Background: an optimization exercise with open tools, aiming at small area. Do not read the settings as production practice.
In this exercise RTL edits were held to simulation tests only and were not proved equivalent to the original.
The flow treats the clock pin as an ideal source, which a real chip does not have.
Power is estimated from default activity; no workload was simulated.

==> flow/design.v <==
module colors(sw, c);
  input[7:0] sw;
  output[2:0] c;
  wire lo0 = ~|sw[3:0];
  wire hi0 = ~|sw[7:4];
  wire lo1 = (sw[0] ^ sw[1]) & ~(sw[2] | sw[3]) | (sw[2] ^ sw[3]) & ~(sw[0] | sw[1]);
  wire hi1 = (sw[4] ^ sw[5]) & ~(sw[6] | sw[7]) | (sw[6] ^ sw[7]) & ~(sw[4] | sw[5]);
  wire oh = lo1 & hi0 | hi1 & lo0;    
  assign c[2] = oh & (sw[2] | sw[5] | sw[6] | sw[7]);    
  assign c[1] = oh & (sw[1] | sw[4] | sw[6] | sw[7]);    
  assign c[0] = oh & (sw[1] | sw[3] | sw[5] | sw[7]);    
endmodule
module vga_ctlr(clk, rst, hit, bg, R, G, B, hSync, vSync, hq, hr, vq, vr);
  input clk, rst;
  input hit;           
  input[2:0] bg;       
  output[3:0] R, G, B;
  output hSync, vSync;
  output reg[6:0] hq;
  output reg[3:0] hr;
  output reg[5:0] vq;
  output reg[3:0] vr;
  reg[2:0] c;          
  function [6:0] inc7(input [6:0] a);
    integer i; reg cy;
    begin
      cy = 1'b1;
      for (i = 0; i < 7; i = i + 1) begin
        inc7[i] = a[i] ^ cy;
        cy = a[i] & cy;
      end
    end
  endfunction
  wire hr9 = hr[3] & hr[0];
  wire hend = hr9 & hq[6] & (&hq[3:0]);             
  wire vr9 = vr[3] & vr[0];
  wire vend = vq[5] & vq[4] & vq[2] & vr[2];        
  wire[6:0] hq1 = inc7(hq);
  wire[6:0] vq1 = inc7({1'b0, vq});
  wire[6:0] hr1 = inc7({3'b0, hr});
  wire[6:0] vr1 = inc7({3'b0, vr});
  always@(posedge clk) begin
    if(rst) begin
      hr <= 0; hq <= 0; vr <= 0; vq <= 0;
    end else begin
      if(hr9) begin
        hr <= 0;
        hq <= hend ? 7'd0 : hq1;
      end else
        hr <= hr1[3:0];
      if(hend) begin
        if(vend) begin
          vr <= 0; vq <= 0;
        end else if(vr9) begin
          vr <= 0; vq <= vq1[5:0];
        end else
          vr <= vr1[3:0];
      end
    end
  end
  wire hvis = ~hq[6] & ~(&hq[5:0] & hr9) | hend;
  wire vvis = ~(vq[5] & vq[4]) & ~(&vq[3:0] & ~vq[4] & vq[5] & vr9) | ((hq == 7'd52) & (hr == 4'd4));
  always@(posedge clk) begin
    if(rst | ~(hvis & vvis))
      c <= 0;
    else if(hit)
      c <= 3'b010;
    else
      c <= bg;
  end
  wire g = c[2], a = c[1], b = c[0];
  wire r4 = a | (g & b);
  wire g3 = g & a;
  wire g1 = g & (a | b);
  wire b4 = b & (~g | a);
  assign R = {4{r4}};
  assign G = {g3, g, g1, g3};
  assign B = {4{b4}};
  assign hSync = ~(((hq == 7'd65) & hr9) | ((hq > 7'd65) & (hq < 7'd75)) |
                   ((hq == 7'd75) & (hr <= 4'd5)));
  wire h0 = (hq == 7'd0) & (hr == 4'd0);
  assign vSync = ~((vq == 6'd49) & (h0 ? (vr == 4'd3) : (vr == 4'd2)));
endmodule
module snake_ctlr(start, pause, resume, stop, u, d, l, r, clk, rst, tick,
                  hq, hr, vq, vr, hit);
  input start, pause, resume, stop, u, d, l, r, clk, rst, tick;
  input[6:0] hq;
  input[3:0] hr;
  input[5:0] vq;
  input[3:0] vr;
  output hit;
  localparam[1:0] RT = 2'b00, LF = 2'b01, UP = 2'b10, DN = 2'b11;
  localparam[2:0] M_RUN = 3'd0, M_PAUSED = 3'd1, M_OVER = 3'd2, M_RESTART = 3'd3,
                  M_STOPPED = 3'd4;
  reg[2:0] mode;
  wire stopped = mode[2];
  reg[1:0] frameCtr;
  reg[1:0] dir;            
  reg[6:0] hxn;            
  reg[5:0] hyn;            
  reg[1:0] md1, md2, md3, md4;   
  function [6:0] step7(input [6:0] a, input s);
    integer i; reg cy;
    begin
      cy = 1'b1;
      for (i = 0; i < 7; i = i + 1) begin
        step7[i] = a[i] ^ cy;
        cy = cy & (a[i] ^ s);
      end
    end
  endfunction
  function [6:0] add7(input [6:0] a, input [6:0] b);
    integer i; reg cy;
    begin
      cy = 1'b0;
      for (i = 0; i < 7; i = i + 1) begin
        add7[i] = a[i] ^ b[i] ^ cy;
        cy = (a[i] & b[i]) | (a[i] & cy) | (b[i] & cy);
      end
    end
  endfunction
  function [3:0] add4(input [3:0] a, input [3:0] b);
    integer i; reg cy;
    begin
      cy = 1'b0;
      for (i = 0; i < 4; i = i + 1) begin
        add4[i] = a[i] ^ b[i] ^ cy;
        cy = (a[i] & b[i]) | (a[i] & cy) | (b[i] & cy);
      end
    end
  endfunction
  wire out = (~hxn[6] & hxn[0]) | (~hyn[5] & ~hyn[4] & hyn[0]);
  reg[1:0] ndir;
  always@(*) begin
    ndir = dir;
    if(u && (dir != DN)) ndir = UP;
    if(r && (dir != LF)) ndir = RT;
    if(l && (dir != RT)) ndir = LF;
    if(d && (dir != UP)) ndir = DN;
  end
  wire[6:0] hxs = step7(hxn, dir == RT);
  wire[6:0] hys = step7({1'b0, hyn}, dir == DN);
  always@(posedge clk) begin
    if(rst) begin
      frameCtr <= 0;
      mode <= M_STOPPED;
      hxn <= 7'd124; hyn <= 6'd0;
      md1 <= RT; md2 <= RT; md3 <= RT; md4 <= RT;
    end else if(tick) begin
      frameCtr <= {frameCtr[1] ^ frameCtr[0], ~frameCtr[0]};
      case(mode)
        M_PAUSED: if(resume) mode <= M_RUN;
        M_OVER, M_STOPPED: if(start) mode <= M_RESTART;
        M_RESTART: begin
          dir <= RT;
          hxn <= 7'd124; hyn <= 6'd0;
          md1 <= RT; md2 <= RT; md3 <= RT; md4 <= RT;
          mode <= M_RUN;
        end
        default: begin
          if(start) mode <= M_RESTART;
          else if(stop) mode <= M_STOPPED;
          else if(pause) mode <= M_PAUSED;
          else if(out) mode <= M_OVER;
          else begin
            dir <= ndir;
            if(frameCtr == 2'd0) begin
              if(dir[1]) hyn <= hys[5:0];
              else hxn <= hxs;
              md1 <= dir; md2 <= md1; md3 <= md2; md4 <= md3;
            end
          end
        end
      endcase
    end
  end
  function [3:0] ox(input[1:0] m);
    ox = (m == RT) ? 4'hF : (m == LF) ? 4'h1 : 4'h0;
  endfunction
  function [3:0] oy(input[1:0] m);
    oy = (m == DN) ? 4'hF : (m == UP) ? 4'h1 : 4'h0;
  endfunction
  wire[3:0] cx1 = ox(md1), cy1 = oy(md1);
  wire[3:0] cx2 = add4(cx1, ox(md2)), cy2 = add4(cy1, oy(md2));
  wire[3:0] cx3 = add4(cx2, ox(md3)), cy3 = add4(cy2, oy(md3));
  wire[3:0] cx4 = add4(cx3, ox(md4)), cy4 = add4(cy3, oy(md4));
  wire[6:0] dx = add7(hq, hxn);
  wire[6:0] dy = add7({1'b0, vq}, {1'b0, hyn});
  wire near = ((dx[6:3] == 4'h0) | (dx[6:3] == 4'hF)) & ((dy[5:3] == 3'h0) | (dy[5:3] == 3'h7));
  wire on = ((dx[3:0] == 4'h0) & (dy[3:0] == 4'h0)) |
            ((dx[3:0] == cx1) & (dy[3:0] == cy1)) |
            ((dx[3:0] == cx2) & (dy[3:0] == cy2)) |
            ((dx[3:0] == cx3) & (dy[3:0] == cy3)) |
            ((dx[3:0] == cx4) & (dy[3:0] == cy4));
  assign hit = ~stopped & ~hq[6] & ~(vq[5] & vq[4]) & (hr != 4'd0) & (vr != 4'd0) & near & on;
endmodule
module snake_top(clk, rst, tick, start, pause, resume, stop, up, down, left, right,
                 sw, vgaRed, vgaGreen, vgaBlue, Hsync, Vsync);
  input clk, rst, tick;
  input start, pause, resume, stop, up, down, left, right;
  input[7:0] sw;
  output[3:0] vgaRed, vgaGreen, vgaBlue;
  output Hsync, Vsync;
  wire[6:0] hq;
  wire[3:0] hr;
  wire[5:0] vq;
  wire[3:0] vr;
  wire hit;
  wire[2:0] bg;
  vga_ctlr top_vga_ctlr(clk, rst, hit, bg, vgaRed, vgaGreen, vgaBlue, Hsync, Vsync,
                        hq, hr, vq, vr);
  snake_ctlr top_snake_ctlr(start, pause, resume, stop, up, down, left, right,
                            clk, rst, tick, hq, hr, vq, vr, hit);
  colors bg_color(sw, bg);
endmodule
Settings: LEC_CHECK=0, ABC_AREA=1, CAP_MARGIN=20, CORE_MARGIN=2, CORE_UTILIZATION=40, CTS_BUF_LIST=sky130_fd_sc_hd__clkbuf_8, SLEW_MARGIN=20, DONT_USE_CELLS=sky130_fd_sc_hd__fa_1 sky130_fd_sc_hd__fa_2 sky130_fd_sc_hd__fa_4 sky130_fd_sc_hd__ha_1 sky130_fd_sc_hd__ha_2 sky130_fd_sc_hd__ha_4; clock period 5.0 ns.
standard.sh (not shown) runs the stock make flow with config.mk's settings and CLKGATE_MAP_FILE= SYNTH_SCRIPT=/design/flow/synth_recipe.tcl, a recipe that flattens the netlist after the stock synthesis.
==> flow/flow/run.sh <==
#!/bin/bash
# Own layout flow: the standard flow (standard.sh) with these changes.
#  1. Synthesis maps the logic for area: the abc call of the standard
#     synthesis script runs abc with each of flow/abc_*.script and 30 seeds
#     of a deepsyn script, and keeps the smallest netlist (flow/abc_pick.tcl). Everything else in synthesis
#     (registers, flattening, renaming) is the standard script, unchanged.
#  2. Full and half adder cells are not used, so the adder extraction step
#     leaves adders to abc as plain logic.
#  3. Ports are buffered with sky130_fd_sc_hd__buf_1.
#  4. Clock tree options from flow/cts_args, if that file exists, and
#     flow/post_cts.tcl run after clock tree synthesis (shrinks the root
#     clock buffer).
# Each tool's log is in orfs/logs/; this script's own output is in run.log,
# standard.sh's in standard.log.
set -euo pipefail
W=$(pwd)
exec > >(tee -a "$W/run.log") 2>&1
export OWN_FLOW_DIR="$W/abc_scripts"

# abc scripts to try: the fixed ones in flow/, and deepsyn with seeds 1..30
mkdir -p abc_scripts
cp flow/abc_*.script abc_scripts/
for s in $(seq 1 30); do
  printf 'strash\n&get -n\n&deepsyn -T 20 -S %d\n&put\ndch -f\namap\ntopo\n' $s > abc_scripts/abc_s$(printf %02d $s).script
done

{
  head -1 synth_recipe.tcl
  cat flow/abc_pick.tcl
  tail -n +2 synth_recipe.tcl
} > own_synth.tcl

cat >> config.mk <<EOT
export DONT_USE_CELLS = sky130_fd_sc_hd__fa_1 sky130_fd_sc_hd__fa_2 sky130_fd_sc_hd__fa_4 sky130_fd_sc_hd__ha_1 sky130_fd_sc_hd__ha_2 sky130_fd_sc_hd__ha_4
EOT

export BUFFER_PORTS_ARGS="-buffer_cell sky130_fd_sc_hd__buf_1"
if [[ -f flow/cts_args ]]; then
  export CTS_ARGS="$(cat flow/cts_args)"
fi
if [[ -f flow/post_cts.tcl ]]; then
  export POST_CTS_TCL="$W/flow/post_cts.tcl"
fi

bash standard.sh SYNTH_SCRIPT="$W/own_synth.tcl" finish > standard.log 2>&1
grep "OWN_FLOW" orfs/logs/*/*/*/1_2_yosys.log || true
==> flow/flow/abc_pick.tcl <==
# Replaces the abc call of the standard synthesis script: runs abc with each
# of the flow's area scripts on the same netlist and keeps the smallest result.
proc abc {args} {
  set i [lsearch -exact $args -script]
  set lib [lindex $args [expr {[lsearch -exact $args -liberty] + 1}]]
  yosys design -save my_pre_abc
  set best_area 1e18
  set best ""
  foreach s [lsort [glob $::env(OWN_FLOW_DIR)/abc_*.script]] {
    yosys design -load my_pre_abc
    yosys abc {*}[lreplace $args [expr {$i + 1}] [expr {$i + 1}] $s]
    set st [yosys tee -q -s result.string stat -liberty $lib]
    if { [regexp {Chip area for module '[^']*': ([0-9.]+)} $st -> area] } {
      puts "OWN_FLOW abc script [file tail $s]: area $area"
      if { $area < $best_area } { set best_area $area; set best $s }
    }
  }
  puts "OWN_FLOW abc script chosen: [file tail $best] ($best_area)"
  yosys design -load my_pre_abc
  yosys abc {*}[lreplace $args [expr {$i + 1}] [expr {$i + 1}] $best]
}
Other scripts of this flow, unchanged in this note and not shown: flow/flow/abc_a.script, flow/flow/abc_b.script, flow/flow/abc_c.script, flow/flow/abc_d.script, flow/flow/abc_f.script, flow/flow/abc_h.script, flow/flow/cts_args, flow/flow/post_cts.tcl
Change:
--- a/flow/flow/run.sh
+++ b/flow/flow/run.sh
@@ -3,4 +3,4 @@
 #  1. Synthesis maps the logic for area: the abc call of the standard
-#     synthesis script runs abc with each of flow/abc_*.script and 30 seeds
-#     of a deepsyn script, and keeps the smallest netlist (flow/abc_pick.tcl). Everything else in synthesis
+#     synthesis script runs abc with each of flow/abc_*.script and keeps the
+#     smallest netlist (flow/abc_pick.tcl). Everything else in synthesis
 #     (registers, flattening, renaming) is the standard script, unchanged.
@@ -17,10 +17,3 @@
 exec > >(tee -a "$W/run.log") 2>&1
-export OWN_FLOW_DIR="$W/abc_scripts"
-
-# abc scripts to try: the fixed ones in flow/, and deepsyn with seeds 1..30
-mkdir -p abc_scripts
-cp flow/abc_*.script abc_scripts/
-for s in $(seq 1 30); do
-  printf 'strash\n&get -n\n&deepsyn -T 20 -S %d\n&put\ndch -f\namap\ntopo\n' $s > abc_scripts/abc_s$(printf %02d $s).script
-done
+export OWN_FLOW_DIR="$W/flow"
 
==> flow/flow/abc_e.script (new file) <==
strash
dch -f
amap
topo
==> flow/flow/abc_g.script (new file) <==
strash
&get -n
&deepsyn -T 20
&put
dch -f
map -a
topo
Outcome: Sequential power hardly moves; via count is higher by 2.8%; global-route usage is about the same; cell area goes up by 1.4%; wire length rose by 3.1%; synthesized area is higher by 1.5%; count of clock-buffer cells in the layout does not change.
Change:
==> flow/flow/abc_s01.script (new file) <==
strash
&get -n
&deepsyn -T 20 -S 1
&put
dch -f
amap
topo
==> flow/flow/abc_s02.script (new file) <==
strash
&get -n
&deepsyn -T 20 -S 2
&put
dch -f
amap
topo
==> flow/flow/abc_s03.script (new file) <==
strash
&get -n
&deepsyn -T 20 -S 3
&put
dch -f
amap
topo
==> flow/flow/abc_s04.script (new file) <==
strash
&get -n
&deepsyn -T 20 -S 4
&put
dch -f
amap
topo
==> flow/flow/abc_s05.script (new file) <==
strash
&get -n
&deepsyn -T 20 -S 5
&put
dch -f
amap
topo
==> flow/flow/abc_s06.script (new file) <==
strash
&get -n
&deepsyn -T 20 -S 6
&put
dch -f
amap
topo
==> flow/flow/abc_s07.script (new file) <==
strash
&get -n
&deepsyn -T 20 -S 7
&put
dch -f
amap
topo
==> flow/flow/abc_s08.script (new file) <==
strash
&get -n
&deepsyn -T 20 -S 8
&put
dch -f
amap
topo
==> flow/flow/abc_s09.script (new file) <==
strash
&get -n
&deepsyn -T 20 -S 9
&put
dch -f
amap
topo
==> flow/flow/abc_s10.script (new file) <==
strash
&get -n
&deepsyn -T 20 -S 10
&put
dch -f
amap
topo
==> flow/flow/abc_s11.script (new file) <==
strash
&get -n
&deepsyn -T 20 -S 11
&put
dch -f
amap
topo
==> flow/flow/abc_s12.script (new file) <==
strash
&get -n
&deepsyn -T 20 -S 12
&put
dch -f
amap
topo
removed: flow/flow/abc_e.script
removed: flow/flow/abc_g.script
Outcome: Flip-flop and latch count does not change; utilization fell by 0.17 points; worst hold slack loses 0.0039 ns.

-- afterwards: timing with drivers on the ports --
No port has a modelled driver above. Below, the same layouts with a new extraction and two added sets of constraints.
Step 1 assumes that a clkbuf_16 drives the clock port and a buf_2 every other input.
Step 2 moves the port delays by t, midway between the first and last clock arrival at a register: inputs arrive t later, outputs are due t later. That takes back most of the time a late clock gives input paths.
a / b / c = no drivers / after step 1 / after step 2; a / b = the first two.
| run | shift t [ns] | setup slack, ns | worst setup path after step 2 | slew at the worst register clock pin (ns) | worst data-port slew with drivers (ns) |
|---|---|---|---|---|---|
| the first run | 0.550 | 1.296 / 1.296 / 1.296 | register to register | 0.10 / 0.10 | 0.03 |
| the second run | 0.530 | 1.211 / 1.211 / 1.003 | input to register | 0.10 / 0.10 | 0.04 |
| the third run | 0.548 | 1.411 / 1.382 / 1.313 | input to register | 0.10 / 0.10 | 0.05 |
After both steps every run listed still meets setup and hold. For the second run, which loses most, drivers alone change the setup slack by 0.000 ns; drivers and shift together by -0.208 ns.
